Context: an optimization exercise on an open-source flow, tuned for small area. The choices shown serve that exercise and are no tape-out recipe. Where RTL was checked, it was by simulation tests only, not by an equivalence proof against the original. For runs 1 and 2, only the layout was checked, not whether the RTL still works. Power is estimated from default activity; no workload was simulated.

$ cat design/flow/config.mk
export PLATFORM = sky130hd
export DESIGN_NAME = top
export DESIGN_NICKNAME = top
export VERILOG_FILES = /design/flow/design.v
export SDC_FILE = /design/flow/constraint.sdc
export NUM_CORES = 4
export LEC_CHECK = 0
export CAP_MARGIN = 20
export CORE_MARGIN = 2
export CORE_UTILIZATION = 40
export CTS_BUF_LIST = sky130_fd_sc_hd__clkbuf_8
export SLEW_MARGIN = 20
$ cat design/flow/constraint.sdc
create_clock -name core_clock -period 80.0 [get_ports {lcdclk}]
set_input_delay 16.0000 -clock core_clock [delete_from_list [all_inputs] [get_ports {lcdclk}]]
set_output_delay 16.0000 -clock core_clock [all_outputs]
set_load 0.01 [all_outputs]
$ cat design/flow/design.v
module top(
    resetn,
    lcdclk,
    PB,
    Sel,
    in_switching,
    CarryIn,
    lcd_rs,
    lcd_rw,
    lcd_en,
    lcd_data
);
input resetn;
input lcdclk;
input [2:0] PB;
input [5:0] Sel;
input in_switching;
input CarryIn;
output lcd_rs;
output lcd_rw;
output lcd_en;
output [7:0] lcd_data;
localparam DH_10 = 7'd119, DH_90 = 7'd4, DH_99 = 7'd75;
reg [4:0] dl;
reg [6:0] dh;
reg [5:0] s;
reg lcd_en;
wire dl19 = (dl == 5'd19);
wire dz   = (dl == 5'd0);
always @(posedge lcdclk) begin
  if (!resetn) begin
    dl <= 5'd0;
    dh <= 7'd0;
    s <= 6'd0;
    lcd_en <= 1'b0;
  end else begin
    dl <= dl19 ? 5'd0 : dl + 5'd1;
    if (dl19) dh <= (dh == DH_99) ? 7'd0 : {dh[5:0], ~(dh[6] ^ dh[5])};
    if (dz && dh == 7'd0) s <= (s == 6'd40) ? 6'd6 : s + 6'd1;
    if (dz && dh == DH_10) lcd_en <= 1'b1;
    else if (dz && dh == DH_90) lcd_en <= 1'b0;
  end
end
function [3:0] inc11;
  input [3:0] v;
  inc11 = {v[2:0], v[3] ^ ~v[0] ^ (v[2] & v[1])};
endfunction
function [3:0] dmap;    
  input [3:0] v;
  case (v)
    4'b0001: dmap = 4'd1;
    4'b0010: dmap = 4'd2;
    4'b0101: dmap = 4'd3;
    4'b1010: dmap = 4'd4;
    4'b0100: dmap = 4'd5;
    4'b1001: dmap = 4'd6;
    4'b0011: dmap = 4'd7;
    4'b0110: dmap = 4'd8;
    4'b1100: dmap = 4'd9;
    default: dmap = 4'd0;
  endcase
endfunction
reg [2:0] PB_d;
always @(posedge lcdclk) PB_d <= PB;
wire [2:0] press = PB_d & ~PB;
reg [3:0] a0, a1, a2, b0, b1, b2;
always @(posedge lcdclk) begin
  if (!resetn) begin
    a0 <= 4'd0; a1 <= 4'd0; a2 <= 4'd0;
    b0 <= 4'd0; b1 <= 4'd0; b2 <= 4'd0;
  end else begin
    if (press[0] & ~in_switching) a0 <= inc11(a0);
    if (press[1] & ~in_switching) a1 <= inc11(a1);
    if (press[2] & ~in_switching) a2 <= inc11(a2);
    if (press[0] &  in_switching) b0 <= inc11(b0);
    if (press[1] &  in_switching) b1 <= inc11(b1);
    if (press[2] &  in_switching) b2 <= inc11(b2);
  end
end
reg [3:0] x0, x1, x2, y0, y1, y2;
reg loaded;
always @(posedge lcdclk) begin
  if (CarryIn) begin
    x0 <= a0; x1 <= a1; x2 <= a2;
    y0 <= b0; y1 <= b1; y2 <= b2;
  end
  loaded <= resetn & (loaded | CarryIn);
end
localparam S_X = 2'd0, S_Y = 2'd1, S_A = 2'd2, S_B = 2'd3;
localparam P_WAIT = 4'd0,  P_CONV = 4'd1,  P_EU   = 4'd2,  P_FIX  = 4'd3,
           P_ZU   = 4'd4,  P_GSEL = 4'd5,  P_WG   = 4'd6,  P_XM   = 4'd7,
           P_ALU  = 4'd8,  P_ROTL = 4'd9,  P_M10  = 4'd10, P_MADD = 4'd11,
           P_XC   = 4'd12, P_DIVC = 4'd13, P_DIVW = 4'd14, P_XS   = 4'd15;
reg [3:0] pc;
reg [1:0] src;
reg [1:0] j;
reg [4:0] k;      
reg [19:0] w;
reg [9:0] u, t;
reg D1, D2, D3, DT;
reg [1:0] c;
reg zf, qf;
reg [3:0] outd;   
wire w0 = w[0];
wire u0 = u[0];
wire t0 = t[0];
wire lo = (dl < 5'd10);
wire [1:0] dsrc = (pc == P_M10 || pc == P_MADD) ? S_B : src;
reg [3:0] draw;
always @(*) begin
  case ({dsrc, j})
    {S_X, 2'd0}: draw = x2;
    {S_X, 2'd1}: draw = x1;
    {S_X, 2'd2}: draw = x0;
    {S_Y, 2'd0}: draw = y2;
    {S_Y, 2'd1}: draw = y1;
    {S_Y, 2'd2}: draw = y0;
    {S_A, 2'd0}: draw = a2;
    {S_A, 2'd1}: draw = a1;
    {S_A, 2'd2}: draw = a0;
    {S_B, 2'd0}: draw = b2;
    {S_B, 2'd1}: draw = b1;
    {S_B, 2'd2}: draw = b0;
    default:     draw = 4'd0;
  endcase
end
wire [3:0] dig = dmap(draw);
wire dbit = (pc == P_CONV) & (dl < 5'd4) & dig[dl[1:0]] & (loaded | dsrc[1]);
wire first = (j == 2'd0) && (pc != P_XM);
wire xwin = (s >= 6'd33) && (s <= 6'd38);
localparam [19:0] C5 = 20'd100000;
wire cbit = C5[dl];
reg p, q, r, cinit, cact;
reg w_in, u_in, t_in;
wire [1:0] cc = dz ? {1'b0, cinit} : c;
wire [2:0] sum = p + q + r + cc;
wire so = sum[0];
wire k0 = (k == 5'd0);    
wire xdiv = dz ? w[19] : (DT & ~k0);
wire a_op = t0 & lo;
wire lg = Sel[2];
wire ng = Sel[1] & Sel[0];
wire bop = Sel[1] ? (Sel[0] ? 1'b1 : ~w0) : (Sel[0] ? w0 : 1'b0);
wire lres = Sel[1] ? (a_op ^ w0) : (Sel[0] ? (a_op | w0) : (a_op & w0));
always @(*) begin
  p = 1'b0; q = 1'b0; r = 1'b0; cinit = 1'b0; cact = 1'b1;
  w_in = w0; u_in = u0; t_in = t0;
  begin
    case (pc)
      P_CONV, P_M10, P_XM: begin
        p = D1 & ~first & (dl != 5'd0);
        q = D3 & ~first & (dl > 5'd2);
        r = dbit;
        w_in = so;
        if (pc == P_CONV && j == 2'd2 && lo) begin
          if (src == S_X) u_in = so;
          if (src == S_Y || src == S_A) t_in = so;
        end
      end
      P_MADD: begin
        p = w0; q = t0 & lo; w_in = so;
      end
      P_ALU: begin
        p = a_op ^ (lg & ng);
        q = lg ? 1'b0 : bop;
        cinit = lg ? ng : CarryIn;
        w_in = (dl < 5'd12) & ((lg & ~ng) ? lres : so);
      end
      P_ROTL: w_in = dz ? w[11] : (dl < 5'd12) ? D1 : w0;
      P_WG:   w_in = lo & u0 & (Sel == 6'b101000);
      P_XC: begin
        p = w0; q = ~cbit; cinit = 1'b1;
      end
      P_XS: begin
        p = w0; q = ~cbit; cinit = 1'b1; w_in = so;
      end
      P_EU: begin
        p = u0; q = ~t0; cinit = 1'b1; cact = lo;
        if (lo & ~CarryIn) u_in = so;
      end
      P_FIX: begin
        p = u0; q = t0; cact = lo;
        if (lo) begin u_in = t0; t_in = so; end
      end
      P_ZU: if (lo) u_in = 1'b0;
      P_DIVC: begin
        p = xdiv; q = ~u0; cinit = 1'b1; cact = lo;
      end
      P_DIVW: begin
        p = xdiv; q = ~u0; cinit = 1'b1; cact = lo;
        if (lo) t_in = qf ? so : xdiv;
        w_in = dz ? qf : D1;
      end
      default: ;
    endcase
  end
end
wire bdig_zero = (dig == 4'd0);
wire bdig_hit = (k[3:0] + 4'd1 == dig);
always @(posedge lcdclk) begin
  w <= {w_in, w[19:1]};
  u <= {u_in, u[9:1]};
  t <= {t_in, t[9:1]};
  D1 <= w0; D2 <= D1; D3 <= D2; DT <= t0;
  if (cact) c <= sum[2:1];
  zf <= (dz | zf) & ~(lo & ((pc == P_EU) ? t0 : u0));
  if (pc == P_DIVC && dl == 5'd9) qf <= (t0 & ~k0) | sum[1];
  if (dz && dh == 7'd0 && xwin) outd <= k[3:0];
  if (!resetn) begin
    pc <= P_WAIT;
  end else if (dl19) begin
    if (s == 6'd6 && dh == 7'd0) begin
      pc <= P_CONV; src <= S_X; j <= 2'd0;
    end else if (xwin && dh == 7'd0) begin
      pc <= P_XC; k <= 5'd0;
    end else begin
      case (pc)
        P_CONV: begin
          if (j != 2'd2) j <= j + 2'd1;
          else begin
            j <= 2'd0;
            case (src)
              S_X: src <= S_Y;
              S_Y: pc <= P_EU;
              S_A: if (Sel[5]) pc <= P_M10; else src <= S_B;
              default: pc <= P_ALU;
            endcase
          end
        end
        P_EU: begin
          if (zf) pc <= P_GSEL;
          else if (CarryIn) pc <= P_ZU;
          else if (~c[0]) pc <= P_FIX;
        end
        P_FIX: pc <= P_EU;
        P_ZU:  pc <= P_GSEL;
        P_GSEL: begin
          if ((Sel == 6'b100000 && !zf) || !Sel[5]) begin
            pc <= P_CONV; src <= S_A;
          end else pc <= P_WG;
        end
        P_WG: pc <= P_WAIT;
        P_ALU: begin
          k <= 5'd0;
          case (Sel[4:3])
            2'b00: pc <= P_WAIT;
            2'b11: pc <= P_WG;
            default: pc <= P_ROTL;
          endcase
        end
        P_ROTL: begin
          k <= k + 5'd1;
          if (~Sel[4] || k == 5'd10) pc <= P_WAIT;
        end
        P_M10: begin
          k <= 5'd0;
          if (bdig_zero) begin
            if (j == 2'd2) pc <= P_DIVC; else j <= j + 2'd1;
          end else pc <= P_MADD;
        end
        P_MADD: begin
          k <= k + 5'd1;
          if (bdig_hit) begin
            if (j == 2'd2) begin pc <= P_DIVC; k <= 5'd0; end
            else begin j <= j + 2'd1; pc <= P_M10; end
          end
        end
        P_DIVC: pc <= P_DIVW;
        P_DIVW: begin
          k <= k + 5'd1;
          pc <= (k == 5'd19) ? P_WAIT : P_DIVC;
        end
        P_XC: pc <= sum[1] ? P_XS : P_XM;
        P_XS: begin k <= k + 5'd1; pc <= P_XC; end
        P_XM: pc <= P_WAIT;
        default: ;
      endcase
    end
  end
end
reg [3:0] opd;    
always @(*) begin
  case (s)
    6'd12:   opd = a2;
    6'd13:   opd = a1;
    6'd14:   opd = a0;
    6'd20:   opd = b2;
    6'd21:   opd = b1;
    default: opd = b0;
  endcase
end
reg [8:0] ch;    
always @(*) begin
  case (s)
    6'd1:  ch = {1'b0, 8'h38};
    6'd2:  ch = {1'b0, 8'h0F};
    6'd3:  ch = {1'b0, 8'h06};
    6'd4:  ch = {1'b0, 8'h02};
    6'd5:  ch = {1'b0, 8'h01};
    6'd6:  ch = {1'b0, 8'h80};
    6'd7, 6'd8, 6'd15, 6'd16: ch = {1'b1, 8'h20};
    6'd9:  ch = {1'b1, 8'h41};
    6'd17: ch = {1'b1, 8'h42};
    6'd10, 6'd11, 6'd18, 6'd19, 6'd30, 6'd31, 6'd32, 6'd33: ch = {1'b1, 8'h2D};
    6'd12, 6'd13, 6'd14, 6'd20, 6'd21, 6'd22: ch = {1'b1, 4'h3, dmap(opd)};
    6'd23: ch = {1'b0, 8'hC0};
    6'd24: ch = {1'b1, 8'h52};
    6'd25: ch = {1'b1, 8'h45};
    6'd26: ch = {1'b1, 8'h53};
    6'd27: ch = {1'b1, 8'h55};
    6'd28: ch = {1'b1, 8'h4C};
    6'd29: ch = {1'b1, 8'h54};
    6'd34, 6'd35, 6'd36, 6'd37, 6'd38, 6'd39: ch = {1'b1, 4'h3, outd};
    6'd40: ch = {1'b0, 8'h02};
    default: ch = 9'd0;
  endcase
end
assign lcd_rs = ch[8];
assign lcd_data = ch[7:0];
assign lcd_rw = 1'b0;
endmodule
$ cat design/flow/run.sh
#!/bin/bash
# synth_recipe.tcl (not shown) runs the flow's synth.tcl, then flattens the netlist and writes it again
# the make line also repeats each setting of config.mk as NAME=value (left out here)
make -C /OpenROAD-flow-scripts/flow DESIGN_CONFIG=/design/flow/config.mk WORK_HOME=/design/flow/orfs CLKGATE_MAP_FILE= SYNTH_SCRIPT=/design/flow/synth_recipe.tcl finish
==> flow_metrics.tcl, run 1 <==
set metrics [dict create \
    status "timing/DRC/antenna clean" \
    wl_mm 18.59 \
    cts_buffer_depth 2 \
    mostFrequentLayoutCell "dfxtp_1" \
    dp_hpwl_mm 12.86 \
    dr.pass1.iters 6 \
    start_kind "register" \
    crit_top_cell "a21oi_1" \
    slew_viol_final 0 \
    fmax_mhz 50.47 \
    setup_ws_ns 60.19 \
    synthDistinctLibCells 80 \
    start_util_pct 40.72 \
    fin_cells 1038 \
    coreArea_um2 17900 \
    max_stage_delay_ns 0.63 \
    ys_seq_area_share_pct 42.84 \
    worstSetupPathType "register to primary output" \
    place_congestion 0.8642 \
    route.met3.wl_um 899 \
    ioPinCount 24 \
    clk_latency_ns 0.46 \
    drive_gt1_share_pct 6.180 \
    dieWidth_um 139.0 \
    synth.area.top_cells "dfxtp_1, edfxtp_1, ha_1, mux2i_1, nand2_1" \
    drv_cap 0 \
    grt_pass1_vias 5682 \
    synth_top_flop_cell "dfxtp_1" \
    post-place-ws_ns 60.66 \
    via_count 6017 \
    synth_area_um2 7289 \
    ys_seq_elements 136 \
    routed-wl-met2_mm 8.582 \
    wl_met1_mm 8.672 \
    cts_resized 0 \
    final-setup-viol-count 0 \
    slowest_stage "dfxtp_1" \
    min_path_type "register to register" \
    post_dp_cell_area_um2 7632 \
    synth-edff-count 40 \
    post-route-util_pct 45.09 \
    nets 841 \
    ff_latch_area_um2 3123 \
    cts_hold_buf 0 \
    power_density_nw_per_um2 18.40 \
    worstPathRequired_ns 64.00 \
    htree_num_levels 4 \
    yosysTopAreaCell "dfxtp_1" \
    cts-buffers-inserted 17 \
    die_y_um 139.0 \
    antenna_found_initial 0 \
    whs_ns 0.3323 \
    gr-usage-all-layers_pct 19.40 \
    multiInputGateArea_um2 3856 \
    die_area_um2 19320 \
    cts.clk_slew.worst_paths_ns 0.08 \
    total_leakage_power_nw 2.996 \
    final_cell_area_um2 8071 \
    cts_sinks 136 \
    antenna_cells 0 \
    overflow 0 \
    hold_violations 0 \
    finalSetupTns_ns 0 \
    num_rows 49 \
    ys_async_sr_fraction_pct 0 \
    path_cells "inv_1 -> or3_1 -> a21oi_1 -> nor2_1 -> a21oi_1 -> inv_1 -> ha_1 -> nand2_1 -> nor2_1 -> a21oi_1 -> o21ai_0 -> clkdlybuf4s50_1" \
    nFillCells 1794 \
    grt_pass1_wl_mm 30.08 \
    rsz0062_at_grt "no" \
    final_cell_mix "dfxtp_1, nand2_1, nor2_1" \
    fin_crit_sh_pct 24.77 \
    path_max_fanout 15 \
    fin_crit_ns 19.81 \
    cp.arrival_ns 3.81 \
    synth_cells 795 \
    grt_max_degree 50 \
    yosysWarningCount 1 \
    yosysTopAreaCellShare_pct 26.36 \
    dpl.cell_count 1006 \
    syn_area_per_cell_um2 9.169 \
    ant_nets 0 \
    wl_per_cell_um 17.91 \
    cts.repair_timing.setup_buffer_count 0 \
    top_layer "met4" \
    slew-limit-headroom_pct 39.23 \
    drc 0 \
    end_kind "primary output" \
    crit_buf_inv 3 \
    worst_pin_slew_ns 0.9116 \
    drt_iter0_markers 742 \
    vdd_ir_drop_max_mv 0.02222 \
    syn_to_final_growth_pct 10.73 \
    critPathTopFamily "buffers and inverters" \
    io_buffers 22 \
    fin_total_pwr_uw 148.5 \
    syn_nets 840 \
    tritoncts "built" \
    skew_ns 0.01661 \
    vias_per_cell 5.797 \
    cts-root-buf "clkbuf_8" \
]
==> layout make-up <==
| type | count | area share (%) |
|---|---|---|
| sequential | 136 | 38.69 |
| clock buffer | 19 | 3.240 |
| timing repair buffer | 25 | 3.007 |
| clock inverter | 13 | 2.201 |
| multi-input combinational | 583 | 47.78 |
| tap | 229 | 3.550 |
| inverter | 33 | 1.535 |
==> worst reg2reg max path: stages (launching register included) <==
cell and delay (ns):
edfxtp_1 0.45, inv_1 0.13, ha_1 0.77, nand2b_1 0.16, nor2_1 0.15, a21oi_1 0.08
o21ai_2 0.34, nand2_1 0.13, ha_1 0.28, nor3b_1 0.35, o31ai_4 0.17, mux4_2 0.50
nor2_1 0.21, ha_1 0.19, inv_1 0.05, fa_1 0.51, o21ai_0 0.09, o211ai_1 0.13
a31oi_1 0.10, a41o_1 0.20
==> Yosys cell counts, types with 5 or more instances <==
cell type,count
o21ai_1,5
nand3b_1,10
edfxtp_1,40
nand2b_1,10
o21ai_0,43
mux2i_1,36
a21boi_0,9
clkbuf_1,35
and3_1,9
a21oi_1,51
ha_1,30
dfxtp_1,96
o211ai_1,5
o22ai_1,11
nor2b_1,23
a222oi_1,9
or3_1,8
inv_1,33
a31oi_1,14
nand4_1,5
nand2_1,79
nand3_1,22
xnor2_1,19
nor3_1,11
nor3b_1,5
and2_1,9
nor2_1,65
a22oi_1,8
==> power by group <==
part / leakage (nW) / switching [mW] / internal (mW)
combinational: 1.62 / 0.00703 / 0.00481
sequential: 1.15 / 0.00121 / 0.0718
clock: 0.227 / 0.0302 / 0.0335
total: 3.00 / 0.0384 / 0.110
==> registers in the layout, summed over array words and instances, names as in the netlist, 5 cells and up <==
signal	cells
u	10
w	20
dh	7
dl	5
s	6
t	10
k	5
==> logic make-up (layout without fill, tap and decap cells) <==
family,Yosys count,count (layout),share of synthesized area (%)
fa+ha+maj,32,32,5.699
simple gates,273,273,18.71
mux,39,39,5.561
compound gates,215,215,20.12
buf+inv,76,90,4.257
flops,136,136,42.84
xor+xnor,23,23,2.763
other cells,1,1,0.05144
==> layer usage <==
metal	up-vias	GRT usage (%)
li1	2910	-
met1	2872	26.59
met2	194	30.80
met3	41	4.040
met4	0	6.220
met5	-	0
==> worst paths after layout <==
| kind | slack [ns] | start | depth (start not counted) | end |
|---|---|---|---|---|
| setup reg to reg | 74.92 | j[0]$_SDFFCE_PP0P_ | 19 | pc[3]$_SDFFE_PN0P_ |
| hold reg to reg | 0.33 | w[1]$_DFF_P_ | 0 | w[0]$_DFF_P_ |
| hold / removal | 0.33 | w[1]$_DFF_P_ | 0 | w[0]$_DFF_P_ |
| setup / recovery | 60.19 | s[3]$_SDFFE_PN0P_ | 12 | lcd_data[2] |
==> inputs of run 2 (changes only) <==
--- a/design/flow/config.mk
+++ b/design/flow/config.mk
@@ -8,5 +8,5 @@
 export CAP_MARGIN = 20
 export CORE_MARGIN = 2
 export CORE_UTILIZATION = 40
-export CTS_BUF_LIST = sky130_fd_sc_hd__clkbuf_8
+export CTS_BUF_LIST = sky130_fd_sc_hd__clkbuf_4 sky130_fd_sc_hd__clkbuf_8
 export SLEW_MARGIN = 20
==> run 2 against run 1 <==
  * Total power unchanged
  * Global-route usage stayed put
  * Utilization unchanged
==> flow_metrics.tcl, run 2 <==
set metrics [dict create \
    status "timing/DRC/antenna clean" \
    antenna_cells 0 \
    worstSetupPathType "register to primary output" \
    total_leakage_power_nw 2.996 \
    synth_commonest_cells "dfxtp_1, nand2_1, nor2_1" \
    synthDistinctLibCells 80 \
    start_util_pct 40.72 \
    synth_top_flop_cell "dfxtp_1" \
    overflow 0 \
    yosys.cell_count.top_type "dfxtp_1" \
    max_stage_delay_ns 0.63 \
    cts-root-buf "clkbuf_8" \
    yosysTopAreaCellShare_pct 26.36 \
    slowest_stage "dfxtp_1" \
    hold_violations 0 \
    cts-buffers-inserted 17 \
    skew_ns 0.01661 \
    crit_buf_inv 3 \
    worst_pin_slew_ns 0.9116 \
    switching_share_pct 25.88 \
    fmax_mhz 50.47 \
    seqPwrFrac_pct 49.1 \
    worstPathRequired_ns 64.00 \
    place_congestion 0.8642 \
    ioPinCount 24 \
    cts.repair_timing.setup_buffer_count 0 \
    tritoncts "built" \
    die_area_um2 19320 \
    cts.clk_slew.worst_paths_ns 0.08 \
    dp_hpwl_mm 12.86 \
    syn_area_per_cell_um2 9.169 \
    drt_iter0_markers 742 \
    dr.pass1.iters 6 \
    io_buffers 22 \
    fin_crit_ns 19.81 \
    synth_area_um2 7289 \
    largest_register_ffs 20 \
    die_y_um 139.0 \
    gr-usage-all-layers_pct 19.40 \
    top_register "w" \
    syn_to_final_growth_pct 10.73 \
    ys_seq_elements 136 \
    synth.area.top_cells "dfxtp_1, edfxtp_1, ha_1, mux2i_1, nand2_1" \
    finalSetupTns_ns 0 \
    path_cells "inv_1 -> or3_1 -> a21oi_1 -> nor2_1 -> a21oi_1 -> inv_1 -> ha_1 -> nand2_1 -> nor2_1 -> a21oi_1 -> o21ai_0 -> clkdlybuf4s50_1" \
    rsz0062_at_grt "no" \
    fin_cells 1038 \
    mostFrequentLayoutCell "dfxtp_1" \
    final_cell_mix "dfxtp_1, nand2_1, nor2_1" \
    dieWidth_um 139.0 \
    wl_per_cell_um 17.91 \
    power_density_nw_per_um2 18.40 \
    min_path_type "register to register" \
    power_frac_clock_pct 42.9 \
    syn_nets 840 \
    grt_pass1_wl_mm 30.08 \
    ant_nets 0 \
    synth_cells 795 \
    cts_sinks 136 \
    cts_buffer_depth 2 \
    antenna_found_initial 0 \
    wl_mm 18.59 \
    nFillCells 1794 \
    ys_seq_area_share_pct 42.84 \
    htree_num_levels 4 \
    drv_cap 0 \
    dpl.cell_count 1006 \
    crit_top_cell "a21oi_1" \
    vias_per_cell 5.797 \
    nets 841 \
    cts_hold_buf 0 \
    grt_max_degree 50 \
    use_met1_pct 26.59 \
    met2_usage_pct 30.80 \
    drive_gt1_share_pct 6.180 \
    cp.arrival_ns 3.81 \
    critPathTopFamily "buffers and inverters" \
    start_kind "register" \
    ys_async_sr_fraction_pct 0 \
    grt_pass1_vias 5682 \
    final-setup-viol-count 0 \
    cts_resized 0 \
    vdd_ir_drop_max_mv 0.02222 \
    top_usage_layer "met2" \
    path_max_fanout 15 \
    drc 0 \
    end_kind "primary output" \
    fin_crit_sh_pct 24.77 \
    slew-limit-headroom_pct 39.23 \
    ff_latch_area_um2 3123 \
    combPwrFrac_pct 8.0 \
    met3_usage_pct 4.040 \
    coreArea_um2 17900 \
    multiInputGateArea_um2 3856 \
    internal_power_uw 110.1 \
    power.switching_uw 38.44 \
    reg.largest.list "w: 20 flops, t: 10 flops, u: 10 flops" \
    num_rows 49 \
    via_count 6017 \
    yosysWarningCount 1 \
    synth-edff-count 40 \
    slew_viol_final 0 \
    clk_latency_ns 0.46 \
    yosysTopAreaCell "dfxtp_1" \
]
==> run 2: cell counts in the layout (fill, tap and decap cells not counted) <==
Identical to the previous run, type by type.
==> run 2: routing by layer <==
layer	up-vias	routed length, um
met2	194	8582
met4	0	435
met1	2872	8672
li1	2910	-
met5	-	0
met3	41	899
==> run 2: final cells by class <==
cell class | count | area share, %
inverter | 33 | 1.535
clock inverter | 13 | 2.201
timing repair buffer | 25 | 3.007
tap | 229 | 3.550
multi-input combinational | 583 | 47.78
sequential | 136 | 38.69
clock buffer | 19 | 3.240
==> run 2: per-stage QoR <==
| stage | total power [mW] | setup slack [ns] | cell area [um^2] | util, % | hold WS [ns] |
|---|---|---|---|---|---|
| 4_1_cts | 0.1500 | 60.16 | 8071 | 45.09 | 0.3345 |
| 3_3_place_gp | 0.08628 | 60.74 | 7632 | 42.63 | 0.3099 |
| 5_1_grt | 0.1539 | 59.78 | 8071 | 45.09 | 0.3372 |
| 6_report | 0.1485 | 60.19 | 8071 | 45.09 | 0.3323 |
| 2_1_floorplan | 0.08164 | 61.50 | 7289 | - | 0.3096 |
| 3_5_place_dp | 0.08630 | 60.66 | 7632 | 42.63 | 0.3135 |
==> run 2: final timing paths <==
kind,startpoint,endpoint,slack (ns),depth (start not counted)
setup / recovery,s[3]$_SDFFE_PN0P_,lcd_data[2],60.19,12
hold / removal,w[1]$_DFF_P_,w[0]$_DFF_P_,0.33,0
setup reg to reg,j[0]$_SDFFCE_PP0P_,pc[3]$_SDFFE_PN0P_,74.92,19
hold reg to reg,w[1]$_DFF_P_,w[0]$_DFF_P_,0.33,0
==> run 2: cells by family (layout without fill, tap and decap cells) <==
kind of cell               Yosys count  count (layout)  share of synthesized area (%)
and+or+nand+nor                    273             273                          18.71
AOI/OAI and AO/OA                  215             215                          20.12
DFF                                136             136                          42.84
buffers and inverters               76              90                          4.257
muxes                               39              39                          5.561
adders and majority gates           32              32                          5.699
xor gates and xnor gates            23              23                          2.763
other                                1               1                        0.05144
==> run 2: power groups by stage <==
stage / combinational (mW) / clock [mW] / sequential (mW)
detailed placement: 0.0117 / 0 / 0.0746
CTS: 0.0117 / 0.0652 / 0.0730
global placement: 0.0117 / 0 / 0.0746
global route: 0.0130 / 0.0677 / 0.0732
finish: 0.0118 / 0.0637 / 0.0730
floorplan: 0.00760 / 0 / 0.0740
==> inputs of run 3 (changes only) <==
--- a/design/flow/design.v
+++ b/design/flow/design.v
@@ -43,22 +43,11 @@
 end
 function [3:0] inc11;
   input [3:0] v;
-  inc11 = {v[2:0], v[3] ^ ~v[0] ^ (v[2] & v[1])};
+  inc11 = (v == 4'd10) ? 4'd0 : v + 4'd1;
 endfunction
 function [3:0] dmap;    
   input [3:0] v;
-  case (v)
-    4'b0001: dmap = 4'd1;
-    4'b0010: dmap = 4'd2;
-    4'b0101: dmap = 4'd3;
-    4'b1010: dmap = 4'd4;
-    4'b0100: dmap = 4'd5;
-    4'b1001: dmap = 4'd6;
-    4'b0011: dmap = 4'd7;
-    4'b0110: dmap = 4'd8;
-    4'b1100: dmap = 4'd9;
-    default: dmap = 4'd0;
-  endcase
+  dmap = {v[3] & ~v[1], v[2], v[1] & ~v[3], v[0]};
 endfunction
 reg [2:0] PB_d;
 always @(posedge lcdclk) PB_d <= PB;
@@ -105,10 +94,25 @@
 wire u0 = u[0];
 wire t0 = t[0];
 wire lo = (dl < 5'd10);
-wire [1:0] dsrc = (pc == P_M10 || pc == P_MADD) ? S_B : src;
+reg dslot;
+reg [3:0] dsel;
+always @(*) begin
+  dslot = 1'b1;
+  case (s)
+    6'd12:   dsel = {S_A, 2'd0};
+    6'd13:   dsel = {S_A, 2'd1};
+    6'd14:   dsel = {S_A, 2'd2};
+    6'd20:   dsel = {S_B, 2'd0};
+    6'd21:   dsel = {S_B, 2'd1};
+    6'd22:   dsel = {S_B, 2'd2};
+    default: begin dslot = 1'b0; dsel = 4'd0; end
+  endcase
+  if (!dslot) dsel = {(pc == P_M10 || pc == P_MADD) ? S_B : src, j};
+end
+wire [1:0] dsrc = dsel[3:2];
 reg [3:0] draw;
 always @(*) begin
-  case ({dsrc, j})
+  case (dsel)
     {S_X, 2'd0}: draw = x2;
     {S_X, 2'd1}: draw = x1;
     {S_X, 2'd2}: draw = x0;
@@ -145,7 +149,7 @@
 always @(*) begin
   p = 1'b0; q = 1'b0; r = 1'b0; cinit = 1'b0; cact = 1'b1;
   w_in = w0; u_in = u0; t_in = t0;
-  begin
+  if (!dslot) begin
     case (pc)
       P_CONV, P_M10, P_XM: begin
         p = D1 & ~first & (dl != 5'd0);
@@ -208,7 +212,7 @@
   if (dz && dh == 7'd0 && xwin) outd <= k[3:0];
   if (!resetn) begin
     pc <= P_WAIT;
-  end else if (dl19) begin
+  end else if (dl19 && !dslot) begin
     if (s == 6'd6 && dh == 7'd0) begin
       pc <= P_CONV; src <= S_X; j <= 2'd0;
     end else if (xwin && dh == 7'd0) begin
@@ -278,17 +282,6 @@
     end
   end
 end
-reg [3:0] opd;    
-always @(*) begin
-  case (s)
-    6'd12:   opd = a2;
-    6'd13:   opd = a1;
-    6'd14:   opd = a0;
-    6'd20:   opd = b2;
-    6'd21:   opd = b1;
-    default: opd = b0;
-  endcase
-end
 reg [8:0] ch;    
 always @(*) begin
   case (s)
@@ -302,7 +295,7 @@
     6'd9:  ch = {1'b1, 8'h41};
     6'd17: ch = {1'b1, 8'h42};
     6'd10, 6'd11, 6'd18, 6'd19, 6'd30, 6'd31, 6'd32, 6'd33: ch = {1'b1, 8'h2D};
-    6'd12, 6'd13, 6'd14, 6'd20, 6'd21, 6'd22: ch = {1'b1, 4'h3, dmap(opd)};
+    6'd12, 6'd13, 6'd14, 6'd20, 6'd21, 6'd22: ch = {1'b1, 4'h3, dig};
     6'd23: ch = {1'b0, 8'hC0};
     6'd24: ch = {1'b1, 8'h52};
     6'd25: ch = {1'b1, 8'h45};
--- a/design/flow/config.mk
+++ b/design/flow/config.mk
@@ -7,6 +7,9 @@
 export LEC_CHECK = 0
 export CAP_MARGIN = 20
 export CORE_MARGIN = 2
-export CORE_UTILIZATION = 40
-export CTS_BUF_LIST = sky130_fd_sc_hd__clkbuf_4 sky130_fd_sc_hd__clkbuf_8
+export CORE_UTILIZATION = 65
+export CTS_BUF_LIST = sky130_fd_sc_hd__clkbuf_8
+export CTS_CLUSTER_DIAMETER = 200
+export CTS_CLUSTER_SIZE = 50
+export PLACE_DENSITY = 0.75
 export SLEW_MARGIN = 20
==> run 3 against run 2 <==
  * Synthesized cell count up 5.4%
  * Via count up 9.3%
  * Die area down 36%
  * Critical path depth down 1
==> flow_metrics.tcl, run 3 <==
set metrics [dict create \
    path_max_fanout 16 \
    worst_r2r_path_depth 20 \
    status "timing/DRC/antenna clean" \
    yosysWarningCount 1 \
    place_congestion 1.004 \
    syn_area_per_cell_um2 8.887 \
    hold_depth 0 \
    synth_top_family_by_area "simple AND/OR/NAND/NOR gates" \
    synth_commonest_cells "dfxtp_1, nand2_1, o21ai_0" \
    holdPathEnd "t[0]$_DFF_P_" \
    fmax_mhz 48.72 \
    grt_max_degree 51 \
    tritoncts "built" \
    overflow 0 \
    wl_mm 19.94 \
    drive_gt1_share_pct 7.765 \
    worstPathRequired_ns 64.00 \
    total_leakage_power_nw 2.931 \
    min_path_type "register to register" \
    nets 875 \
    io_buffers 22 \
    yosys.cell_count.top_type "dfxtp_1" \
    die_area_um2 12330 \
    synth.area.top_cells "dfxtp_1, edfxtp_1, o21ai_0, nand2_1, ha_1" \
    cts_hold_buf 0 \
    synth_compound_area_share_pct 21.39 \
    wl_per_cell_um 20.08 \
    multiInputGateArea_um2 3960 \
    internal_power_uw 100.4 \
    synth-edff-count 40 \
    dr.pass1.iters 6 \
    power.switching_uw 38.20 \
    cts.clk_slew.worst_paths_ns 0.08 \
    htree_num_levels 4 \
    max_stage_delay_ns 0.79 \
    combPwrFrac_pct 8.9 \
    fin_crit_sh_pct 25.66 \
    final_cell_area_um2 8036 \
    mostFrequentLayoutCell "dfxtp_1" \
    final-setup-viol-count 0 \
    worstSetupPathType "register to primary output" \
    cts_sinks 136 \
    largest_register_ffs 20 \
    r2r-start "s[0]$_SDFFE_PN0P_" \
    finalSetupTns_ns 0 \
    gr-usage-all-layers_pct 32.97 \
    drv_cap 0 \
    synthDistinctLibCells 84 \
    via_count 6576 \
    antenna_cells 0 \
    yosysTopAreaCellShare_pct 25.81 \
    yosysTopAreaCell "dfxtp_1" \
    ys_seq_area_share_pct 41.94 \
    syn_nets 875 \
    dp_hpwl_mm 14.13 \
    synth_top_flop_cell "dfxtp_1" \
    r2r_slack_ns 74.52 \
    drt_iter0_markers 654 \
    cp.arrival_ns 4.53 \
    synth_cells 838 \
    slew_viol_final 0 \
    die_y_um 111.0 \
    grt_pass1_wl_mm 32.22 \
    seqPwrFrac_pct 52.7 \
    fin_crit_ns 20.53 \
    setup.worst_path.start "s[0]$_SDFFE_PN0P_" \
    top_register "w" \
    worst_pin_slew_ns 1.002 \
    num_rows 39 \
    grt_pass1_vias 6319 \
    synthAdderAreaFrac_pct 4.234 \
    antenna_found_initial 0 \
    cts_buffer_depth 2 \
    slowest_stage "a311oi_4" \
    start_kind "register" \
    synthXorXnorAreaFrac_pct 2.453 \
    cts-root-buf "clkbuf_8" \
    nFillCells 877 \
    final_cell_mix "dfxtp_1, nand2_1, o21ai_0" \
    post_dp_cell_area_um2 7674 \
    cts_resized 0 \
    slew-limit-headroom_pct 33.12 \
    power_frac_clock_pct 38.5 \
    end_kind "primary output" \
    synth_area_um2 7447 \
    clk_latency_ns 0.47 \
    syn_to_final_growth_pct 7.913 \
    ys_seq_elements 136 \
    fin_total_pwr_uw 138.6 \
    switching_share_pct 27.56 \
    ioPinCount 24 \
    muxShareOfSynthArea_pct 3.377 \
    power_density_nw_per_um2 17.25 \
    skew_ns 0.02135 \
    ff_latch_area_um2 3123 \
    path_cells "inv_1 -> ha_1 -> or3_1 -> a311oi_4 -> a32oi_1 -> a32oi_1 -> o21ai_1 -> a21oi_2 -> inv_1 -> o221ai_1 -> clkdlybuf4s50_1" \
    vias_per_cell 6.622 \
    cts-buffers-inserted 17 \
    vdd_ir_drop_max_mv 0.02433 \
    r2r-end "pc[3]$_SDFFE_PN0P_" \
    post-route-util_pct 70.99 \
    dieWidth_um 111.0 \
    yosys.area_share.simple_pct 21.67 \
    start_util_pct 65.78 \
    drc 0 \
    hold_violations 0 \
    whs_ns 0.3259 \
    ys_async_sr_fraction_pct 0 \
    coreArea_um2 11320 \
    hold_start "t[1]$_DFF_P_" \
    reg.largest.list "w: 20 flops, t: 10 flops, u: 10 flops" \
    cts.repair_timing.setup_buffer_count 0 \
    rsz0062_at_grt "no" \
    ant_nets 0 \
]
-- run 3: cell types whose count changed after synthesis, moves of 9 or more --
cell	delta
mux2i_1	-21
and2_1	+9
nor3_1	+13
a222oi_1	-9
o21ai_0	+30
-- run 3: power groups by stage --
| stage | Combinational (mW) | Clock (mW) | Sequential [mW] |
|---|---|---|---|
| after global routing | 0.0134 | 0.0569 | 0.0732 |
| after detailed placement | 0.0120 | 0 | 0.0746 |
| after global placement | 0.0116 | 0 | 0.0745 |
| after CTS | 0.0121 | 0.0540 | 0.0730 |
| after floorplan | 0.00830 | 0 | 0.0740 |
| final | 0.0123 | 0.0533 | 0.0730 |
-- run 3: worst max-delay path by stage --
stage / endpoint / cells after the start
after detailed placement: lcd_data[1] / 11
after global routing: lcd_data[1] / 11
after CTS: lcd_data[1] / 11
after global placement: lcd_data[1] / 11
final: lcd_data[1] / 11
after floorplan: lcd_data[1] / 12
-- run 3: final cells by class --
| type | instances | area share (%) |
|---|---|---|
| tap | 143 | 2.226 |
| sequential | 136 | 38.86 |
| multi-input combinational | 618 | 49.28 |
| inverter | 35 | 1.635 |
| clock buffer | 19 | 3.254 |
| clock inverter | 12 | 1.261 |
| timing repair buffer | 30 | 3.487 |
-- run 3: cells by family after synthesis --
group / count (synthesis)
flops: 136
fa+ha+maj: 24
other cells: 1
xor+xnor: 20
buf+inv: 84
compound gates: 236
mux: 23
simple gates: 314
-- run 3: worst max-delay path, delay by kind of cell (launching register included) --
kind / cells / cell delay, ns
compound gates: 6 / 1.87
flops: 1 / 0.43
fa+ha+maj: 1 / 0.37
simple gates: 1 / 0.56
buf+inv: 3 / 0.84
-- run 3: through the flow --
step / std cells / setup WS [ns]
6_report: 993 / 59.47
5_1_grt: 993 / 59.31
4_1_cts: 993 / 59.53
3_5_place_dp: 962 / 60.06
3_3_place_gp: 962 / 60.27
2_1_floorplan: 838 / 61.31
-- run 3: routing by layer --
metal / track usage, % / share of wire (%) / vias up
li1: - / - / 3055
met1: 44.31 / 42 / 3143
met2: 50.80 / 46 / 323
met3: 9.404 / 9.6 / 55
met4: 13.00 / 2.8 / 0
met5: 0 / 0 / -
==> inputs of run 4 (changes only) <==
--- a/design/flow/config.mk
+++ b/design/flow/config.mk
@@ -9,7 +9,5 @@
 export CORE_MARGIN = 2
 export CORE_UTILIZATION = 65
 export CTS_BUF_LIST = sky130_fd_sc_hd__clkbuf_8
-export CTS_CLUSTER_DIAMETER = 200
-export CTS_CLUSTER_SIZE = 50
 export PLACE_DENSITY = 0.75
 export SLEW_MARGIN = 20
==> run 4 against run 3 <==
  * Still clean
  * Clock skew did not move
  * Fmax did not move
  * Area after synthesis is the same
  * Synthesized cell count unchanged
  * Total power did not move
  * Combinational power is essentially flat
  * Die area unchanged
  * Sequential cell count unchanged
  * Non-clock buffer count unchanged
  * Clock power barely moved
  * Worst hold slack did not move
  * Sequential power hardly changed
  * Critical path type unchanged
  * Largest cell class unchanged
  * Highest routed layer unchanged
==> flow_metrics.tcl, run 4 <==
set metrics [dict create \
    hold_violations 0 \
    start_util_pct 65.78 \
    synth_cells 838 \
    r2r-start "s[0]$_SDFFE_PN0P_" \
    routed-wl-met2_mm 9.132 \
    wl_per_cell_um 20.08 \
    wl_mm 19.94 \
    total_leakage_power_nw 2.931 \
    cts-root-buf "clkbuf_8" \
    final_cell_area_um2 8036 \
    ys_seq_area_share_pct 41.94 \
    seqPwrFrac_pct 52.7 \
    coreArea_um2 11320 \
    drv_cap 0 \
    yosys.cell_count.top_type "dfxtp_1" \
    drt_iter0_markers 654 \
    syn_area_per_cell_um2 8.887 \
    min_path_type "register to register" \
    syn_to_final_growth_pct 7.913 \
    grt_pass1_wl_mm 32.22 \
    route.met3.wl_mm 1.913 \
    htree_num_levels 4 \
    slowest_stage "a311oi_4" \
    cts.repair_timing.setup_buffer_count 0 \
    cts_hold_buf 0 \
    reg.largest.list "w: 20 flops, t: 10 flops, u: 10 flops" \
    synthDistinctLibCells 84 \
    status "timing/DRC/antenna clean" \
    yosysWarningCount 1 \
    cts.clk_slew.worst_paths_ns 0.08 \
    num_rows 39 \
    internal_power_uw 100.4 \
    cts_resized 0 \
    cp.arrival_ns 4.53 \
    cts_sinks 136 \
    combPwrFrac_pct 8.9 \
    via_count 6576 \
    hold_start "t[1]$_DFF_P_" \
    synth.area.top_cells "dfxtp_1, edfxtp_1, o21ai_0, nand2_1, ha_1" \
    synth-edff-count 40 \
    syn_nets 875 \
    cts-buffers-inserted 17 \
    worstPathRequired_ns 64.00 \
    skew_ns 0.02135 \
    fin_crit_sh_pct 25.66 \
    path_max_fanout 16 \
    drc 0 \
    setup.worst_path.start "s[0]$_SDFFE_PN0P_" \
    vdd_ir_drop_max_mv 0.02433 \
    grt_pass1_vias 6319 \
    final_cell_mix "dfxtp_1, nand2_1, o21ai_0" \
    cts_buffer_depth 2 \
    antenna_found_initial 0 \
    io_buffers 22 \
    switching_share_pct 27.56 \
    overflow 0 \
    ant_nets 0 \
    yosysTopAreaCell "dfxtp_1" \
    power_density_nw_per_um2 17.25 \
    top_register "w" \
    tritoncts "built" \
    worst_pin_slew_ns 1.002 \
    vias_per_cell 6.622 \
    finalSetupTns_ns 0 \
    slew_viol_final 0 \
    gr-usage-all-layers_pct 32.97 \
    post_dp_cell_area_um2 7674 \
    power.switching_uw 38.20 \
    mostFrequentLayoutCell "dfxtp_1" \
    synth_commonest_cells "dfxtp_1, nand2_1, o21ai_0" \
    drive_gt1_share_pct 7.765 \
    synth_area_um2 7447 \
    max_stage_delay_ns 0.79 \
    synth_top_flop_cell "dfxtp_1" \
    ioPinCount 24 \
    die_area_um2 12330 \
    slew-limit-headroom_pct 33.12 \
    nets 875 \
    top_layer "met4" \
    power_frac_clock_pct 38.5 \
    start_kind "register" \
    antenna_cells 0 \
    place_congestion 1.004 \
    wl_met1_mm 8.338 \
    fmax_mhz 48.72 \
    final-setup-viol-count 0 \
    dr.pass1.iters 6 \
    ys_seq_elements 136 \
    rsz0062_at_grt "no" \
    dieWidth_um 111.0 \
    path_cells "inv_1 -> ha_1 -> or3_1 -> a311oi_4 -> a32oi_1 -> a32oi_1 -> o21ai_1 -> a21oi_2 -> inv_1 -> o221ai_1 -> clkdlybuf4s50_1" \
    die_y_um 111.0 \
    largest_register_ffs 20 \
    clk_latency_ns 0.47 \
    dp_hpwl_mm 14.13 \
    ys_async_sr_fraction_pct 0 \
    yosysTopAreaCellShare_pct 25.81 \
    fin_crit_ns 20.53 \
    end_kind "primary output" \
    grt_max_degree 51 \
    fin_total_pwr_uw 138.6 \
    worstSetupPathType "register to primary output" \
]
run 4: power groups by stage:
| stage | Combinational [mW] | Sequential, mW | Clock [mW] |
|---|---|---|---|
| final | 0.0123 | 0.0730 | 0.0533 |
| after global routing | 0.0134 | 0.0732 | 0.0569 |
| after CTS | 0.0121 | 0.0730 | 0.0540 |
| after detailed placement | 0.0120 | 0.0746 | 0 |
| after global placement | 0.0116 | 0.0745 | 0 |
| after floorplan | 0.00830 | 0.0740 | 0 |
run 4: stage by stage:
step | worst slack, ns | hold slack, ns | util, % | cells
after floorplan | 61.31 | 0.3096 | - | 838
after global placement | 60.27 | 0.3104 | 67.78 | 962
after detailed placement | 60.06 | 0.3121 | 67.78 | 962
after CTS | 59.53 | 0.3260 | 70.99 | 993
after global routing | 59.31 | 0.3353 | 70.99 | 993
final | 59.47 | 0.3259 | 70.99 | 993
run 4: kinds of logic after synthesis:
family	Yosys count	synth area share, %
mux	23	3.377
flops	136	41.94
fa+ha+maj	24	4.234
other cells	1	0.05035
buf+inv	84	4.889
xor+xnor	20	2.453
compound gates	236	21.39
simple gates	314	21.67
run 4: final cells by class:
type,count,area (um^2)
repair buffers,30,280.3
multi-input cells,618,3960
fillers,877,3284
inverters,35,131.4
well taps,143,178.9
clock buffers,19,261.5
flip-flops and latches,136,3123
clock inverters,12,101.3
run 4: critical path: cells and delay by family, from the launching register on:
family | cells | cell delay [ns]
compound gates | 6 | 1.87
flops | 1 | 0.43
buf+inv | 3 | 0.84
simple gates | 1 | 0.56
fa+ha+maj | 1 | 0.37
run 4: final timing paths:
| kind | to | slack (ns) | cells after the start |
|---|---|---|---|
| hold reg to reg | t[0]$_DFF_P_ | 0.33 | 0 |
| setup / recovery | lcd_data[1] | 59.47 | 11 |
| hold / removal | t[0]$_DFF_P_ | 0.33 | 0 |
| setup reg to reg | pc[3]$_SDFFE_PN0P_ | 74.52 | 20 |
run 4: metal layers:
layer / vias up / GRT usage (%)
li1: 3055 / -
met1: 3143 / 44.31
met2: 323 / 50.80
met3: 55 / 9.404
met4: 0 / 13.00
met5: - / 0
==> inputs of run 5 (changes only) <==
==> design/flow/flow/run.sh (new file) <==
#!/bin/bash
# The standard layout, with two changes: the clock tree uses clkbuf_8 and no
# dummy loads, and the port buffers are buf_1 cells.
set -euo pipefail
export CTS_ARGS="-sink_clustering_enable -repair_clock_nets -buf_list sky130_fd_sc_hd__clkbuf_8 -dont_use_dummy_load"
export BUFFER_PORTS_ARGS="-inputs -outputs -buffer_cell sky130_fd_sc_hd__buf_1"
bash standard.sh finish > standard_flow.log 2>&1
==> design/flow/standard.sh (new file) <==
#!/bin/bash
# synth_recipe.tcl (not shown) runs the flow's synth.tcl, then flattens the netlist and writes it again
# the make line also repeats each setting of config.mk as NAME=value (left out here)
make -C /OpenROAD-flow-scripts/flow DESIGN_CONFIG=/design/flow/config.mk WORK_HOME=/design/flow/orfs CLKGATE_MAP_FILE= SYNTH_SCRIPT=/design/flow/synth_recipe.tcl "${@:-finish}"
==> design/flow/config.mk (replaced) <==
export PLATFORM = sky130hd
export DESIGN_NAME = top
export DESIGN_NICKNAME = top
export VERILOG_FILES = /design/flow/design.v
export SDC_FILE = /design/flow/constraint.sdc
export NUM_CORES = 4
export LEC_CHECK = 0
export ABC_AREA = 1
export CAP_MARGIN = 20
export CORE_MARGIN = 2
export CORE_UTILIZATION = 65
export PLACE_DENSITY = 0.75
export SLEW_MARGIN = 20
removed: design/flow/run.sh
==> run 5 against run 4 <==
  * Design area shrank 6.0%
  * Critical path type unchanged
  * Clock skew grew 0.012 ns
  * Clock power shrank 21%
==> flow_metrics.tcl, run 5 <==
set metrics [dict create \
    place_congestion 0.9522 \
    cts_resized 0 \
    syn_nets 959 \
    die_area_um2 11830 \
    post-route-util_pct 69.96 \
    dr.pass1.iters 6 \
    nets 988 \
    status "timing/DRC/antenna clean" \
    synth_area_um2 7133 \
    antenna_found_initial 0 \
    fin_crit_ns 19.39 \
    dp_hpwl_mm 14.75 \
    start_util_pct 66.09 \
    met3_usage_pct 8.010 \
    die_y_um 108.8 \
    drt_iter0_markers 864 \
    seqPwrFrac_pct 59.1 \
    cts.repair_timing.setup_buffer_count 0 \
    htree_num_levels 4 \
    worstSetupPathType "register to primary output" \
    synth_cells 922 \
    yosysWarningCount 1 \
    synthDistinctLibCells 54 \
    coreArea_um2 10790 \
    internal_power_uw 93.88 \
    vias_per_cell 6.185 \
    r2r-start "s[0]$_SDFFE_PN0P_" \
    wl_per_cell_um 18.20 \
    vdd_ir_drop_max_mv 0.01748 \
    path_max_fanout 11 \
    grt_pass1_wl_mm 31.78 \
    fmax_mhz 51.57 \
    synth.area.top_cells "dfxtp_1, edfxtp_1, nand2_1, nor2_1, inv_1" \
    synth_commonest_cells "nand2_1, nor2_1, inv_1" \
    synth_top_flop_cell "dfxtp_1" \
    max_stage_delay_ns 0.36 \
    yosysTopAreaCellShare_pct 26.94 \
    finalSetupTns_ns 0 \
    top_usage_layer "met2" \
    mostFrequentLayoutCell "nand2_1" \
    cts_sinks 136 \
    start_kind "register" \
    ys_seq_area_share_pct 43.78 \
    ys_seq_elements 136 \
    gr-usage-all-layers_pct 35.31 \
    min_path_type "register to register" \
    largest_register_ffs 20 \
    setup.worst_path.start "s[0]$_SDFFE_PN0P_" \
    clk_latency_ns 0.45 \
    tritoncts "built" \
    power_density_nw_per_um2 16.53 \
    cts_buffer_depth 2 \
    yosys.cell_count.top_type "nand2_1" \
    cts.clk_slew.worst_paths_ns 0.09 \
    num_rows 38 \
    path_cells "inv_1 -> ha_1 -> nand3_1 -> nor2_2 -> nor2_4 -> nand3_2 -> nand2_1 -> nand2_1 -> nor2_1 -> nand3_1 -> nand2_1 -> nor2_1 -> nand3_1 -> nand2_2 -> o2111ai_1 -> buf_1" \
    fin_crit_sh_pct 24.24 \
    rsz0062_at_grt "no" \
    syn_area_per_cell_um2 7.737 \
    io_buffers 22 \
    dieWidth_um 108.8 \
    drv_cap 0 \
    skew_ns 0.03325 \
    power.switching_uw 30.91 \
    worst_pin_slew_ns 1.061 \
    drc 0 \
    antenna_cells 0 \
    slowest_stage "dfxtp_1" \
    overflow 0 \
    switching_share_pct 24.77 \
    slew-limit-headroom_pct 28.59 \
    hold_violations 0 \
    power_frac_clock_pct 33.6 \
    hold_start "w[12]$_DFF_P_" \
    reg.largest.list "w: 20 flops, t: 10 flops, u: 10 flops" \
    syn_to_final_growth_pct 5.859 \
    nFillCells 862 \
    end_kind "primary output" \
    via_count 6735 \
    final_cell_mix "nand2_1, nor2_1, inv_1" \
    combPwrFrac_pct 7.3 \
    yosysTopAreaCell "dfxtp_1" \
    ioPinCount 24 \
    wl_mm 19.83 \
    ant_nets 0 \
    total_leakage_power_nw 3.232 \
    slew_viol_final 0 \
    ys_async_sr_fraction_pct 0 \
    cp.arrival_ns 3.39 \
    final-setup-viol-count 0 \
    cts-buffers-inserted 17 \
    use_met1_pct 46.39 \
    top_register "w" \
    synth-edff-count 40 \
    grt_max_degree 32 \
    cts-root-buf "clkbuf_8" \
    drive_gt1_share_pct 7.060 \
    met2_usage_pct 56.29 \
    grt_pass1_vias 6410 \
    worstPathRequired_ns 64.00 \
    cts_hold_buf 0 \
]
## run 5: changes by cell type in the layout (fill, tap and decap cells not counted), moves of 17 or more
cell and change:
and2_1 -17, buf_1 +22, clkdlybuf4s50_1 -22, inv_1 +84, nand2_1 +82, nand3_1 +39, nor2_1 +63, nor2b_1 -27
o21ai_0 -33
## run 5: kinds of logic after synthesis
group | Yosys count | share of synthesized area [%]
flops | 136 | 43.78
mux | 1 | 0.1579
simple gates | 456 | 29.28
fa+ha+maj | 24 | 4.420
compound gates | 153 | 13.37
xor+xnor | 7 | 0.8595
buf+inv | 144 | 8.086
other cells | 1 | 0.05257
## run 5: stage by stage
| step | instances | power, mW | hold WS (ns) | instance area [um^2] | setup WS, ns |
|---|---|---|---|---|---|
| finish | 1089 | 0.1248 | 0.3206 | 7551 | 60.61 |
| global route | 1089 | 0.1279 | 0.3272 | 7551 | 60.35 |
| CTS | 1089 | 0.1241 | 0.3252 | 7551 | 60.63 |
| detailed placement | 1072 | 0.08419 | 0.3121 | 7317 | 60.95 |
| global placement | 1072 | 0.08352 | 0.3095 | 7317 | 61.04 |
| floorplan | 922 | 0.08086 | 0.3096 | 7133 | 61.51 |
## run 5: power groups by stage
stage	sequential (mW)	combinational, mW	clock (mW)
2_1_floorplan	0.0748	0.00605	0
3_3_place_gp	0.0751	0.00840	0
3_5_place_dp	0.0753	0.00888	0
4_1_cts	0.0738	0.00895	0.0413
5_1_grt	0.0740	0.0101	0.0438
6_report	0.0738	0.00910	0.0419
## run 5: layout make-up
type                    instances  area, um^2  share of cell area, %
inverters                     130       488.0                  6.462
well taps                     140       175.2                  2.320
repair buffers                 24       97.59                  1.292
clock buffers                  17       234.0                  3.099
flip-flops and latches        136        3123                  41.36
multi-input cells             642        3433                  45.47
## run 5: metal layers
metal	wire [um]	vias up
met4	612	0
met3	2041	64
li1	-	3158
met5	0	-
met1	8013	3099
met2	9157	414
## run 5: worst max-delay path, delay by kind of cell, from the launching register on
family / cells / cell delay, ns
compound gates: 1 / 0.21
flops: 1 / 0.36
buf+inv: 2 / 0.30
fa+ha+maj: 1 / 0.34
simple gates: 12 / 1.74
## run 5: worst paths after layout
kind	cells past startpoint	to	slack, ns
worst max-delay path	16	lcd_data[1]	60.61
worst min-delay path	0	w[11]$_DFF_P_	0.32
worst max register to register	27	pc[3]$_SDFFE_PN0P_	75.21
worst min register to register	0	w[11]$_DFF_P_	0.32
==> inputs of run 6 (changes only) <==
==> design/flow/flow/run.sh (replaced) <==
#!/bin/bash
# The standard layout with three changes:
# - synthesis maps with an area-oriented ABC script (flow/abc_area.script);
#   everything else in the synthesis is ORFS's own script, unchanged;
# - the clock tree uses clkbuf_8 cells and no dummy loads;
# - the port buffers are buf_1 cells.
set -euo pipefail
here=$(pwd)
rm -rf "$here/scripts_own"
cp -r "$FLOW_HOME/scripts" "$here/scripts_own"
cp "$here/flow/abc_area.script" "$here/scripts_own/abc_area.script"
export SCRIPTS_DIR="$here/scripts_own"
export CTS_ARGS="-sink_clustering_enable -repair_clock_nets -buf_list sky130_fd_sc_hd__clkbuf_8 -dont_use_dummy_load"
export BUFFER_PORTS_ARGS="-inputs -outputs -buffer_cell sky130_fd_sc_hd__buf_1"
bash standard.sh finish > standard_flow.log 2>&1
==> design/flow/flow/abc_area.script (new file) <==
strash
&get -n
&fraig -x
&put
scorr
dc2
strash
&get -n
&dch -f
&nf -R 1000
&put
strash
&get -n
&dch -f
&nf -R 1000
&put
topo
==> run 6 against run 5 <==
  * Sequential cell count unchanged
  * Sequential share of layout area up 4.1 points
  * Largest cell class unchanged
  * Worst setup slack worse by 0.91 ns
  * Utilization up 1.4 points
  * Routed wire length down 18%
  * Total power down 1.9%
  * Register-to-register slack worse by 1.0 ns
==> flow_metrics.tcl, run 6 <==
set metrics [dict create \
    hold_violations 0 \
    start_kind "register" \
    synth_cells 696 \
    yosysWarningCount 1 \
    drc 0 \
    power_density_nw_per_um2 17.80 \
    drv_cap 0 \
    grt_max_degree 39 \
    synth_top_flop_cell "dfxtp_1" \
    coreArea_um2 9639 \
    worstSetupPathType "register to primary output" \
    cts.clk_slew.worst_paths_ns 0.07 \
    die_y_um 103.0 \
    reg.largest.list "w: 20 flops, t: 10 flops, u: 10 flops" \
    status "timing/DRC/antenna clean" \
    synth_area_um2 6365 \
    ioPinCount 24 \
    wl_mm 16.35 \
    rsz0062_at_grt "no" \
    start_util_pct 66.03 \
    syn_nets 733 \
    clk_latency_ns 0.45 \
    wl_per_cell_um 18.77 \
    die_area_um2 10600 \
    setup.worst_path.start "s[0]$_SDFFE_PN0P_" \
    overflow 0 \
    yosys.cell_count.top_type "dfxtp_1" \
    yosysTopAreaCellShare_pct 30.19 \
    skew_ns 0.02940 \
    nets 777 \
    cts_resized 0 \
    htree_num_levels 4 \
    min_path_type "register to register" \
    cts_buffer_depth 2 \
    fmax_mhz 49.26 \
    drt_iter0_markers 551 \
    final_cell_mix "dfxtp_1, nand2_1, nor2_1" \
    antenna_found_initial 0 \
    dieWidth_um 103.0 \
    dp_hpwl_mm 11.92 \
    tritoncts "built" \
    slew-limit-headroom_pct 44.03 \
    end_kind "primary output" \
    hold_depth 0 \
    worst_pin_slew_ns 0.8288 \
    vdd_ir_drop_max_mv 0.01934 \
    synth-edff-count 40 \
    yosysTopAreaCell "dfxtp_1" \
    fin_crit_ns 20.30 \
    ys_seq_area_share_pct 49.07 \
    total_leakage_power_nw 2.557 \
    num_rows 36 \
    post-route-util_pct 71.34 \
    top_register "w" \
    antenna_cells 0 \
    place_congestion 0.9443 \
    syn_to_final_growth_pct 8.040 \
    finalSetupTns_ns 0 \
    synthDistinctLibCells 53 \
    r2r-start "s[0]$_SDFFE_PN0P_" \
    slew_viol_final 0 \
    drive_gt1_share_pct 2.981 \
    largest_register_ffs 20 \
    cts-buffers-inserted 17 \
    synth_commonest_cells "dfxtp_1, nand2_1, nor2_1" \
    grt_pass1_wl_mm 25.62 \
    io_buffers 22 \
    dr.pass1.iters 6 \
    fin_crit_sh_pct 25.38 \
    grt_pass1_vias 5170 \
    cts_hold_buf 0 \
    mostFrequentLayoutCell "dfxtp_1" \
    whs_ns 0.3200 \
    gr-usage-all-layers_pct 31.63 \
    syn_area_per_cell_um2 9.145 \
    cts.repair_timing.setup_buffer_count 0 \
    ys_async_sr_fraction_pct 0 \
    synth.area.top_cells "dfxtp_1, edfxtp_1, a21oi_1, nand2_1, nor2_1" \
    hold_start "w[5]$_DFF_P_" \
    path_max_fanout 14 \
    final-setup-viol-count 0 \
    cts-root-buf "clkbuf_8" \
    via_count 5650 \
    worst_r2r_path_depth 24 \
    cts_sinks 136 \
    ant_nets 0 \
    vias_per_cell 6.487 \
    cp.arrival_ns 4.30 \
    worstPathRequired_ns 64.00 \
    ys_seq_elements 136 \
]
run 6: cell count changes after synthesis, moves of 18 or more:
cell,before,now
nor2_1,127,75
inv_1,119,0
and3_1,2,20
nand3_1,69,31
nand2_1,160,76
a22oi_1,2,20
clkinv_1,0,25
run 6: where the power goes:
part | internal [mW] | leakage (nW) | switching [mW] | total (mW)
sequential | 0.0722 | 1.19 | 0.00136 | 0.0735
clock | 0.0186 | 0.122 | 0.0214 | 0.0400
combinational | 0.00289 | 1.25 | 0.00593 | 0.00882
total | 0.0937 | 2.56 | 0.0287 | 0.122
run 6: critical path: stages (launching register included):
cell      delay [ns]
dfxtp_1         0.42
clkinv_1        0.16
ha_1            0.35
nor3_1          0.35
nand2b_1        0.53
a22oi_1         0.20
nand2b_1        0.27
nor3_1          0.50
a22oi_1         0.17
nand2_1         0.09
a21oi_1         0.05
a21oi_1         0.39
nand2_1         0.12
nand4_1         0.11
buf_1           0.15
run 6: per-stage QoR:
stage	instances	area (um^2)	setup slack, ns	power [mW]
after floorplan	696	6365	61.08	0.08014
after global placement	854	6636	60.41	0.08308
after detailed placement	854	6636	60.27	0.08352
after CTS	871	6870	59.77	0.1226
after global routing	871	6877	59.38	0.1265
final	871	6877	59.70	0.1224
run 6: area by class of cell:
type | count | area [um^2]
clock buffers | 17 | 234.0
fillers | 711 | 2763
inverters | 25 | 93.84
multi-input cells | 534 | 3147
flip-flops and latches | 136 | 3123
well taps | 133 | 166.4
repair buffers | 26 | 112.6
run 6: worst paths after layout:
check                       endpoint  slack [ns]
setup / recovery         lcd_data[3]       59.70
hold reg to reg         w[4]$_DFF_P_        0.32
setup reg to reg  pc[3]$_SDFFE_PN0P_       74.21
hold / removal          w[4]$_DFF_P_        0.32
run 6: cells by family after synthesis:
logic type	Yosys count	share of synthesized area (%)
compound gates	192	18.89
xor+xnor	15	2.064
fa+ha+maj	24	4.954
buf+inv	26	1.592
flops	136	49.07
mux	2	0.3145
other cells	1	0.05892
simple gates	300	23.06
run 6: per-layer routing:
metal	GRT usage, %	share of wire [%]	vias to the layer above
met2	49.70	47	326
met1	41.39	41	2632
li1	-	-	2649
met5	0	0	-
met3	8.678	9.4	43
met4	13.16	2.5	0
==> inputs of run 7 (changes only) <==
==> design/flow/flow/run.sh (replaced) <==
#!/bin/bash
# The standard layout with three changes:
# - synthesis maps with an area-oriented ABC script (flow/abc_area.script);
#   everything else in the synthesis is ORFS's own script, unchanged;
# - the clock tree uses clkbuf_4 cells with derated sink clusters and no dummy loads;
# - the port buffers are buf_1 cells.
set -euo pipefail
here=$(pwd)
rm -rf "$here/scripts_own"
cp -r "$FLOW_HOME/scripts" "$here/scripts_own"
cp "$here/flow/abc_area.script" "$here/scripts_own/abc_area.script"
export SCRIPTS_DIR="$here/scripts_own"
export CTS_ARGS="-sink_clustering_enable -repair_clock_nets -buf_list sky130_fd_sc_hd__clkbuf_4 -sink_buffer_max_cap_derate 0.6 -dont_use_dummy_load"
export BUFFER_PORTS_ARGS="-inputs -outputs -buffer_cell sky130_fd_sc_hd__buf_1"
bash standard.sh finish > standard_flow.log 2>&1
==> design/flow/flow/abc_area.script (replaced) <==
strash
&get -n
&fraig -x
&put
scorr
dc2
strash
&get -n
&dch -f
&nf -R 1000
&put
strash
&get -n
&dch -f
&nf -R 1000
&put
strash
&get -n
&dch -f
&nf -R 1000
&put
topo
==> run 7 against run 6 <==
  * Largest cell class is now registers
  * Design area fell by 2.4%
  * Critical path type unchanged
  * Worst setup slack improved by 0.072 ns
  * Via count rose by 2.1%
  * Clock power fell by 24%
==> flow_metrics.tcl, run 7 <==
set metrics [dict create \
    io_buffers 22 \
    synthDistinctLibCells 55 \
    crit_top_cell "nand2_1" \
    hold_violations 0 \
    synth_commonest_cells "dfxtp_1, nand2_1, nor2_1" \
    syn_area_per_cell_um2 9.197 \
    status "timing/DRC/antenna clean" \
    seqPwrFrac_pct 64.9 \
    ant_nets 0 \
    dr.pass1.iters 8 \
    overflow 0 \
    cp.arrival_ns 4.23 \
    syn_to_final_growth_pct 6.238 \
    path_max_fanout 12 \
    ff_latch_area_um2 3123 \
    synth_cells 687 \
    place_congestion 1.009 \
    antenna_found_initial 0 \
    yosysTopAreaCellShare_pct 30.42 \
    via_count 5771 \
    nets 768 \
    slew_viol_final 0 \
    start_util_pct 67.74 \
    htree_num_levels 4 \
    dieWidth_um 102.6 \
    fin_total_pwr_uw 112.8 \
    multiInputGateArea_um2 3102 \
    power.switching_uw 28.15 \
    cts_resized 0 \
    die_y_um 102.6 \
    die_area_um2 10530 \
    total_leakage_power_nw 2.477 \
    wl_mm 16.88 \
    skew_ns 0.04477 \
    reg.largest.list "w: 20 flops, t: 10 flops, u: 10 flops" \
    gr-usage-all-layers_pct 33.41 \
    fmax_mhz 49.43 \
    slowest_stage "nor3_1" \
    yosysTopAreaCell "dfxtp_1" \
    power_density_nw_per_um2 16.80 \
    worst_pin_slew_ns 0.8198 \
    grt_pass1_wl_mm 26.79 \
    synth_top_flop_cell "dfxtp_1" \
    largest_register_ffs 20 \
    final-setup-viol-count 0 \
    final_cell_mix "dfxtp_1, nand2_1, nor2_1" \
    antenna_cells 0 \
    synth_area_um2 6319 \
    internal_power_uw 84.61 \
    drv_cap 0 \
    cts_hold_buf 0 \
    mostFrequentLayoutCell "dfxtp_1" \
    path_cells "clkinv_1 -> ha_1 -> or3_1 -> nand2_1 -> a22oi_1 -> nand2b_1 -> nor3_1 -> a22oi_1 -> nand2_1 -> a21oi_1 -> a21oi_1 -> nand2_1 -> nand2_1 -> buf_1" \
    critPathTopFamily "simple AND/OR/NAND/NOR gates" \
    ys_seq_elements 136 \
    cts-root-buf "clkbuf_4" \
    drt_iter0_markers 669 \
    yosysWarningCount 1 \
    drc 0 \
    slew-limit-headroom_pct 45.09 \
    fin_crit_ns 20.23 \
    num_rows 35 \
    clk_latency_ns 0.52 \
    fin_crit_sh_pct 25.29 \
    max_stage_delay_ns 0.53 \
    combPwrFrac_pct 8.2 \
    cts-buffers-inserted 17 \
    end_kind "primary output" \
    synth-edff-count 40 \
    power_frac_clock_pct 27.0 \
    finalSetupTns_ns 0 \
    ys_async_sr_fraction_pct 0 \
    grt_pass1_vias 5356 \
    coreArea_um2 9328 \
    worstPathRequired_ns 64.00 \
    syn_nets 724 \
    nFillCells 696 \
    yosys.cell_count.top_type "dfxtp_1" \
    ioPinCount 24 \
    tritoncts "built" \
    min_path_type "register to register" \
    cts_buffer_depth 2 \
    switching_share_pct 24.96 \
    grt_max_degree 31 \
    crit_buf_inv 2 \
    rsz0062_at_grt "no" \
    cts.repair_timing.setup_buffer_count 0 \
    wl_per_cell_um 19.68 \
    top_register "w" \
    vdd_ir_drop_max_mv 0.02061 \
    post-route-util_pct 71.97 \
    cts.clk_slew.worst_paths_ns 0.12 \
    synth.area.top_cells "dfxtp_1, edfxtp_1, nand2_1, nor2_1, ha_1" \
    cts_sinks 136 \
    dp_hpwl_mm 12.16 \
    worstSetupPathType "register to primary output" \
    vias_per_cell 6.726 \
    ys_seq_area_share_pct 49.43 \
    drive_gt1_share_pct 2.881 \
    start_kind "register" \
]
-- run 7: changes by cell type in the layout (fill, tap and decap cells not counted), sizes merged, moves of 4 or more --
cell and change:
nor3b -6, a21oi -7, o211ai +4, nand3 +4, a31oi +5, o21ai -5
-- run 7: per-stage QoR --
step / cells / hold WS, ns / setup slack [ns] / instance area, um^2
finish: 858 / 0.3260 / 59.77 / 6713
detailed placement: 841 / 0.3121 / 60.42 / 6585
global placement: 841 / 0.3096 / 60.60 / 6585
CTS: 858 / 0.3208 / 59.83 / 6713
global route: 858 / 0.3169 / 59.45 / 6713
floorplan: 687 / 0.3096 / 61.15 / 6319
-- run 7: path summary, 6_finish.rpt --
| path | from | to | slack (ns) | depth (start not counted) |
|---|---|---|---|---|
| worst max-delay path | s[0]$_SDFFE_PN0P_ | lcd_data[3] | 59.77 | 14 |
| worst max register to register | s[0]$_SDFFE_PN0P_ | pc[3]$_SDFFE_PN0P_ | 74.62 | 21 |
| worst min-delay path | w[12]$_DFF_P_ | w[11]$_DFF_P_ | 0.33 | 0 |
| worst min register to register | w[12]$_DFF_P_ | w[11]$_DFF_P_ | 0.33 | 0 |
-- run 7: final cells by class --
| type | count | area share, % |
|---|---|---|
| multi-input combinational | 527 | 46.21 |
| timing repair buffer | 26 | 1.678 |
| clock buffer | 17 | 1.901 |
| tap | 129 | 2.404 |
| inverter | 23 | 1.286 |
| sequential | 136 | 46.52 |
-- run 7: per-layer routing --
layer	track usage [%]	vias to the layer above	wire, um
li1	-	2655	-
met1	45.69	2719	7131
met2	52.04	347	7672
met3	8.678	50	1662
met4	11.18	0	416
met5	0	-	0
-- run 7: logic make-up (layout without fill, tap and decap cells) --
| family | Yosys count | count (layout) | synth area share (%) |
|---|---|---|---|
| AO/OA/AOI/OAI | 191 | 191 | 19.47 |
| adder cells (fa/ha/maj) | 24 | 24 | 4.990 |
| flip-flops | 136 | 136 | 49.43 |
| other | 1 | 1 | 0.05935 |
| multiplexers | 3 | 3 | 0.4753 |
| AND/OR/NAND/NOR | 297 | 297 | 22.57 |
| XOR/XNOR | 11 | 11 | 1.525 |
| buffers and inverters | 24 | 66 | 1.485 |
-- run 7: power by group through the flow --
| stage | Sequential [mW] | Clock [mW] | Combinational (mW) |
|---|---|---|---|
| after floorplan | 0.0743 | 0 | 0.00586 |
| after global placement | 0.0746 | 0 | 0.00853 |
| after detailed placement | 0.0747 | 0 | 0.00896 |
| after CTS | 0.0731 | 0.0306 | 0.00903 |
| after global routing | 0.0734 | 0.0329 | 0.0101 |
| final | 0.0732 | 0.0304 | 0.00919 |
-- run 7: worst register-to-register path, delay by kind of cell, from the launching register on --
kind / cells / cell delay, ns
AO/OA/AOI/OAI: 8 / 1.49
adder cells (fa/ha/maj): 3 / 1.06
AND/OR/NAND/NOR: 6 / 1.76
flip-flops: 1 / 0.42
multiplexers: 1 / 0.17
buffers and inverters: 3 / 0.35
